Source: an optimization exercise on an open RTL-to-GDS flow (aim: small area and a short achievable clock period). Production flows keep margins and buffers that such runs may drop. Only simulation tests tie the RTL to the original design; equivalence was not proved. No activity file was given, so power comes from the tool's default toggle rates.

// awstm
module awstm(
        pps,
        tevt,
        evt,
        rst_n,
        clk
    );
For scale: roughly 1,200 cells after synthesis, ~130 flip-flops.
clock: 6.0 ns
lec_check: 0
cap_margin: 20
core_margin: 2
core_utilization: 40
cts_buf_list: sky130_fd_sc_hd__clkbuf_8
place_density: 0.6
setup_slack_margin: 3.1
slew_margin: 20
standard.sh (not shown) runs the stock make flow with config.mk's settings and CLKGATE_MAP_FILE= SYNTH_SCRIPT=/design/flow/synth_recipe.tcl, a recipe that flattens the netlist after the stock synthesis.
==> flow/flow/run.sh <==
#!/bin/bash
# Standard ORFS layout; the only change is the cell used to buffer the ports.
set -euo pipefail
bash standard.sh finish "BUFFER_PORTS_ARGS=-buffer_cell sky130_fd_sc_hd__buf_1" > make_finish.log 2>&1
The first run finished with timing, DRC and antenna clean.
Rerun with:
Settings changed: CORE_UTILIZATION 40 to 60, PLACE_DENSITY 0.6 to 0.75, SETUP_SLACK_MARGIN 3.1 to 2.8.
Sequential power hardly moves.
Design area drops by 11%.
Wire length falls by 9.9%.
Register-to-register slack got worse by 0.16 ns.
Rerun with:
Settings changed: CORE_UTILIZATION 60 to 40, PLACE_DENSITY 0.75 to 0.6.
Result:
- sequential share of layout area falls by 0.87 points
- cell area came out higher by 3.2%
- die area is higher by 48%
Rerun with:
Settings changed: SETUP_SLACK_MARGIN 2.8 to 2.5.
Worst setup slack is worse by 0.23 ns.
Clock power grows by 6.7%.
Design area went down by 2.7%.
Routed wire length is lower by 2.8%.
Count of clock-buffer cells in the layout went down by 3.
Die area stays the same.
Global-route usage went down by 0.39 points.
Rerun with:
Settings changed: CTS_CLUSTER_DIAMETER set to 100, CTS_CLUSTER_SIZE set to 30, SETUP_SLACK_MARGIN 2.5 to 2.8.
Effect: Cell area grows by 2.8%; worst hold slack improves by 0.0095 ns; die area does not change; core utilization grows by 1.3 points; combinational power grows by about 8%; global-route usage grows by 0.39 points; sequential power is about the same; clock skew hardly moves; setup slack improves by 0.23 ns; routed wire length grows by 2.8%.
Rerun with:
Settings changed: CTS_BUF_LIST sky130_fd_sc_hd__clkbuf_8 to sky130_fd_sc_hd__clkbuf_4 sky130_fd_sc_hd__clkbuf_8, CTS_CLUSTER_DIAMETER 100 to unset, CTS_CLUSTER_SIZE 30 to unset.
Result: The new run passed the timing, design-rule and antenna checks; register-to-register slack hardly moves; power stays the same; cell area is unchanged; synthesized area stays the same; utilization is unchanged; synthesized cell count is unchanged; worst setup slack stays the same; worst hold slack stays the same; global-route usage stays the same; non-clock buffer count is unchanged.

The RTL this note starts from:
==> flow/design.v <==
`timescale 1ns / 1ps
module awstm(
        pps,
        tevt,
        evt,
        rst_n,
        clk
    );
    input pps;
    input [31:0] tevt;
    output [31:0] evt;
    input rst_n;
    input clk;
    reg r_pps;
    reg r_pps_lock;
    reg [14:0] r_k;           
    reg [26:0] r_td;
    reg [16:0] r_awstm;
    reg [30:0] r_tmev_next;
    reg [17:0] r_set_tmev;    
    reg [10:0] r_tcor;
    reg [7:0]  r_tcor_max;    
    wire evt_pps = pps & ~r_pps;
    assign evt = {r_set_tmev[17], 14'd0, r_set_tmev[16:0]};
    wire        low_zero = ~|r_td[18:0];
    wire [6:0]  a = (r_td[25:19] ^ {7{r_td[26]}}) + {6'd0, r_td[26] & low_zero};
    wire [6:0]  t1;
    wire [6:0]  t2;
    assign t1[6] = a[6];
    assign t1[5:0] = a[6:1] | a[5:0];
    assign t2[6] = t1[6];
    assign t2[5:0] = t1[6:1] ^ t1[5:0];
    wire [7:0]  tcm_next = {~(t1[1] & t1[2]), t2[0], t2[1], t2[2], t2[3], t2[4], t2[5], t2[6]};
    wire tcor_ge = r_tcor[10:3] >= r_tcor_max;
    wire [10:0] tcor_next = tcor_ge ? 11'd0 : r_tcor + 11'd1;
    wire cor_eq = (r_tcor == {r_tcor_max, 3'd0});
    wire k_to = r_k[14] & ~r_k[12] & ~r_k[9] & ~r_k[8] & ~r_k[7] & ~r_k[2] & ~r_k[1] & ~r_k[0];
    wire cor = ~aws_wrap & cor_eq;
    wire inc0 = cor_eq & r_td[26];
    wire inc2 = cor_eq & ~r_td[26];
    wire aws_wrap = (&r_awstm[16:15]) & (&r_awstm[10:9]) & r_awstm[7] & (r_awstm[5] | (&r_awstm[4:0]));
    wire        aws_c1 = inc2 | (~cor_eq & r_awstm[0]);
    wire [16:0] aws_sum;
    assign aws_sum[0] = r_awstm[0] ^ ~cor_eq;
    genvar gw;
    generate
        for (gw = 1; gw < 17; gw = gw + 1) begin : g_aws
            if (gw == 1) begin : g1
                assign aws_sum[gw] = r_awstm[gw] ^ aws_c1;
            end else begin : gn
                assign aws_sum[gw] = r_awstm[gw] ^ (aws_c1 & (&r_awstm[gw-1:1]));
            end
        end
    endgenerate
    wire [16:0] aws_next = aws_wrap ? 17'd0 : aws_sum;
    wire [14:0] td_l = r_td[14:0];
    wire [11:0] td_h = r_td[26:15];
    wire [15:0] pk_l = {1'b0, td_l} + {1'b0, r_k};
    wire [11:0] td_h_p = td_h + 12'd1;
    wire [11:0] td_h_m = td_h - 12'd1;
    wire [11:0] pk_h = (r_k[14] == pk_l[15]) ? td_h : (pk_l[15] ? td_h_p : td_h_m);
    wire [14:0] pm_l = td_l + {{14{~r_td[26]}}, 1'b1};
    wire        pm_c = r_td[26] ? (&td_l) : ~|td_l;
    wire [11:0] pm_h = pm_c ? (r_td[26] ? td_h_p : td_h_m) : td_h;
    wire [26:0] td_pk = {pk_h, pk_l[14:0]};
    wire [26:0] td_pm = {pm_h, pm_l};
    wire [16:0] tm_l = r_tmev_next[16:0];
    wire        tm_hz = ~|r_tmev_next[30:17];
    wire        tm_ho = &r_tmev_next[30:17];
    wire        l_ones = &tm_l;
    wire [16:0] e = ~(tm_l ^ r_awstm);
    wire [16:0] q;
    assign q[16:0] = {e[16:1] ^ ~(r_awstm[15:0] | ~tm_l[15:0]), ~e[0]};
    wire        m_eq = tm_hz & (&e);
    wire        m_p1 = (&q) & (l_ones ? tm_ho : tm_hz);
    wire        match = m_eq | m_p1;
    wire        tm_gt = ~tm_hz | (tm_l > 17'd99999);
    wire [17:0] tm_sl = {1'b0, tm_l} + {1'b0, tevt[16:0]};
    wire [17:0] tm_dl = {1'b0, tm_l} + 18'd31073;
    wire [13:0] tm_h = r_tmev_next[30:17];
    wire [13:0] sum_h;
    wire [13:0] sub_h;
    genvar gt;
    generate
        for (gt = 0; gt < 14; gt = gt + 1) begin : g_tmh
            if (gt == 0) begin : g0
                assign sum_h[gt] = tevt[17] ^ tm_sl[17];
                assign sub_h[gt] = tm_h[gt] ^ ~tm_dl[17];
            end else begin : gn
                assign sum_h[gt] = tevt[17+gt] ^ (tm_sl[17] & (&tevt[16+gt:17]));
                assign sub_h[gt] = tm_h[gt] ^ (~tm_dl[17] & ~|tm_h[gt-1:0]);
            end
        end
    endgenerate
    wire [30:0] tm_sum = {sum_h, tm_sl[16:0]};
    wire [30:0] tm_sub = {sub_h, tm_dl[16:0]};
    wire [30:0] tm_keep = tm_gt ? tm_sub : {14'd0, tm_l};
    always @(posedge clk or negedge rst_n) begin
        if (rst_n == 1'b0) begin
            r_pps <= 1'b0;
            r_pps_lock <= 1'b0;
            r_k <= 15'd9999;
            r_td <= 27'd0;
            r_tcor <= 11'd0;
            r_tcor_max <= 8'd128;
            r_awstm <= 17'd0;
            r_tmev_next <= 31'd0;
            r_set_tmev <= 18'd0;
        end else begin
            r_pps <= pps;
            r_tcor_max <= tcm_next;
            r_tcor <= tcor_next;
            if (evt_pps) begin
                r_pps_lock <= 1'b1;
                r_k <= 15'd9999;
            end else if (k_to) begin
                r_pps_lock <= 1'b0;
                r_k <= 15'd4999;
            end else begin
                r_k <= r_k - 15'd1;
            end
            if (cor)
                r_td <= td_pm;
            else if (evt_pps)
                r_td <= td_pk;
            r_awstm <= aws_next;
            if (match)
                r_set_tmev <= {r_pps_lock, r_awstm};
            r_tmev_next <= (match & ~tm_gt) ? tm_sum : tm_keep;
        end
    end
endmodule
export LEC_CHECK = 0
export CAP_MARGIN = 20
export CORE_MARGIN = 2
export CORE_UTILIZATION = 60
export CTS_BUF_LIST = sky130_fd_sc_hd__clkbuf_8
export PLACE_DENSITY = 0.75
export SETUP_SLACK_MARGIN = 2.95
export SLEW_MARGIN = 20
create_clock -name core_clock -period 6.0 [get_ports {clk}]
Scripts as last shown in full above: flow/flow/run.sh
Next try:
- SETUP_SLACK_MARGIN: 2.95 -> 3.1
- synthesized area does not change
- final area is higher by 2.9%
- via count increases by 1.3%
- die area is unchanged
Next try:
- CORE_UTILIZATION: 60 -> 40
- PLACE_DENSITY: 0.75 -> 0.6
- SETUP_SLACK_MARGIN: 3.1 -> 2.8
Global-route usage falls by 8.1 points.
Setup slack loses 160 ps.
Combinational power shrinks by about 7%.
Die area came out higher by 48%.
Cell count came out higher by 5.6%.
Core utilization came out lower by 25 points.
Maximum frequency is lower by 5.3%.
Count of clock-buffer cells in the layout decreases by 1.
Area after synthesis is unchanged.
Next try:
- CORE_UTILIZATION: 40 -> 60
- PLACE_DENSITY: 0.6 -> 0.75
- SETUP_SLACK_MARGIN: 2.8 -> 2.9
=> Sequential share of layout area climbs by 0.22 points; die area came out lower by 33%; maximum frequency climbs by 3.4%; register-to-register slack is better by 70 ps; cell area shrinks by 0.77%.
Next try:
- CORE_UTILIZATION: 60 -> 50
- PLACE_DENSITY: 0.75 -> 0.7
The changed run ran to the end with no violations. Die area rises by 19%. Clock power grows by 16%. Maximum frequency fell by 1.8%. Cell count is higher by 1.9%. Sequential cell count does not change. Register-to-register slack loses 30 ps.

Setup of run 1:
RTL: the design.v shown in full above, as it stands there.
export LEC_CHECK = 0
export CAP_MARGIN = 20
export CORE_MARGIN = 2
export CORE_UTILIZATION = 60
export CTS_BUF_LIST = sky130_fd_sc_hd__clkbuf_8
export PLACE_DENSITY = 0.75
export SETUP_SLACK_MARGIN = 3.0
export SLEW_MARGIN = 20
create_clock -name core_clock -period 6.0 [get_ports {clk}]
Scripts as last shown in full above: flow/flow/run.sh
Run 1: flow completed, timing, DRC and antenna clean
Here is what was changed in the inputs of run 2 compared with run 1.
Settings: SETUP_SLACK_MARGIN: 3.0 -> 2.85.
### Flow results
Run 1 → run 2: count of nets after finishing fell by 1.2%; part of the cycle the worst path needs rose by 1.2 points. Going from run 1 to run 2, area added between synthesis and finish moved down, sequential share of layout area grew by 0.98 points, global-route wire length before repair +240 microns. Comparing run 2 with run 1, the clock insertion delay at the later pin of the skew report came out essentially unchanged. The number of non-clock inverters in the layout number comes out lower for run 2 vs run 1. Run 1 and run 2 ended up with nearly the same clock skew. Run 2 vs run 1 on clock network power: run 2 is the lower one. Placed wire-length estimate deteriorates in run 2 relative to run 1.
The following lists how run 3 was set up differently from run 2:
Settings: changing PLACE_DENSITY from 0.75 to 0.85; changing SETUP_SLACK_MARGIN from 2.85 to 2.9.
[summary]
- Of run 2 and run 3, the run reporting the higher area added between synthesis and finish was run 3.
- On multi-input logic cell count, run 2 and run 3 are basically level.
- Run 2 → run 3: final non-filler cell area increased by 1.0% relative to the old numbers; clock period minus final worst setup slack rose 0.0073 ns; combinational power share -0.8 points; wire length of the first global-routing pass saw an increase.

## separate check: timing with driven ports
The results above use ideal ports. As a check the final layouts listed here were re-extracted and re-timed, cells and wires unchanged.
Step 1 (the two cells are an assumption about what drives the block):
set clk [get_ports {clk}]
set_driving_cell -lib_cell sky130_fd_sc_hd__clkbuf_16 $clk
set_driving_cell -lib_cell sky130_fd_sc_hd__buf_2 [delete_from_list [all_inputs] $clk]
Step 2, shift: input delay + t, output delay - t, t = (earliest + latest rising clock arrival at the registers) / 2. This alone moves slack from input paths to output paths.
Three values: no drivers, after step 1, after step 2; two values: the first two.
run	t (ns)	slack for setup (ns)	worst setup path at the end	slew at the worst register clock pin (ns)
the first run of note 1	0.498	3.027 / 3.027 / 2.593	input to register	0.09 / 0.09
the second run of note 1	0.493	2.863 / 2.863 / 2.435	input to register	0.08 / 0.08
the third run of note 1	0.484	2.885 / 2.895 / 2.420	input to register	0.09 / 0.09
the fourth run of note 1	0.484	2.657 / 2.657 / 2.224	input to register	0.09 / 0.09
the fifth run of note 1	0.484	2.885 / 2.895 / 2.420	input to register	0.09 / 0.09
the sixth run of note 1	0.484	2.885 / 2.895 / 2.420	input to register	0.09 / 0.09
the first run of note 2	0.491	3.018 / 3.034 / 2.542	input to register	0.08 / 0.08
the second run of note 2	0.494	3.063 / 3.063 / 2.609	input to register	0.08 / 0.08
the third run of note 2	0.486	2.898 / 2.915 / 2.428	input to register	0.08 / 0.08
the fourth run of note 2	0.485	3.000 / 3.018 / 2.533	input to register	0.08 / 0.08
the fifth run of note 2	0.496	2.944 / 2.962 / 2.465	input to register	0.09 / 0.09
run 1	0.497	3.045 / 3.054 / 2.566	input to register	0.08 / 0.08
run 2	0.489	2.976 / 2.979 / 2.502	input to register	0.08 / 0.08
run 3	0.488	2.969 / 2.984 / 2.496	input to register	0.08 / 0.08
After both steps setup and hold are still met in every run listed.
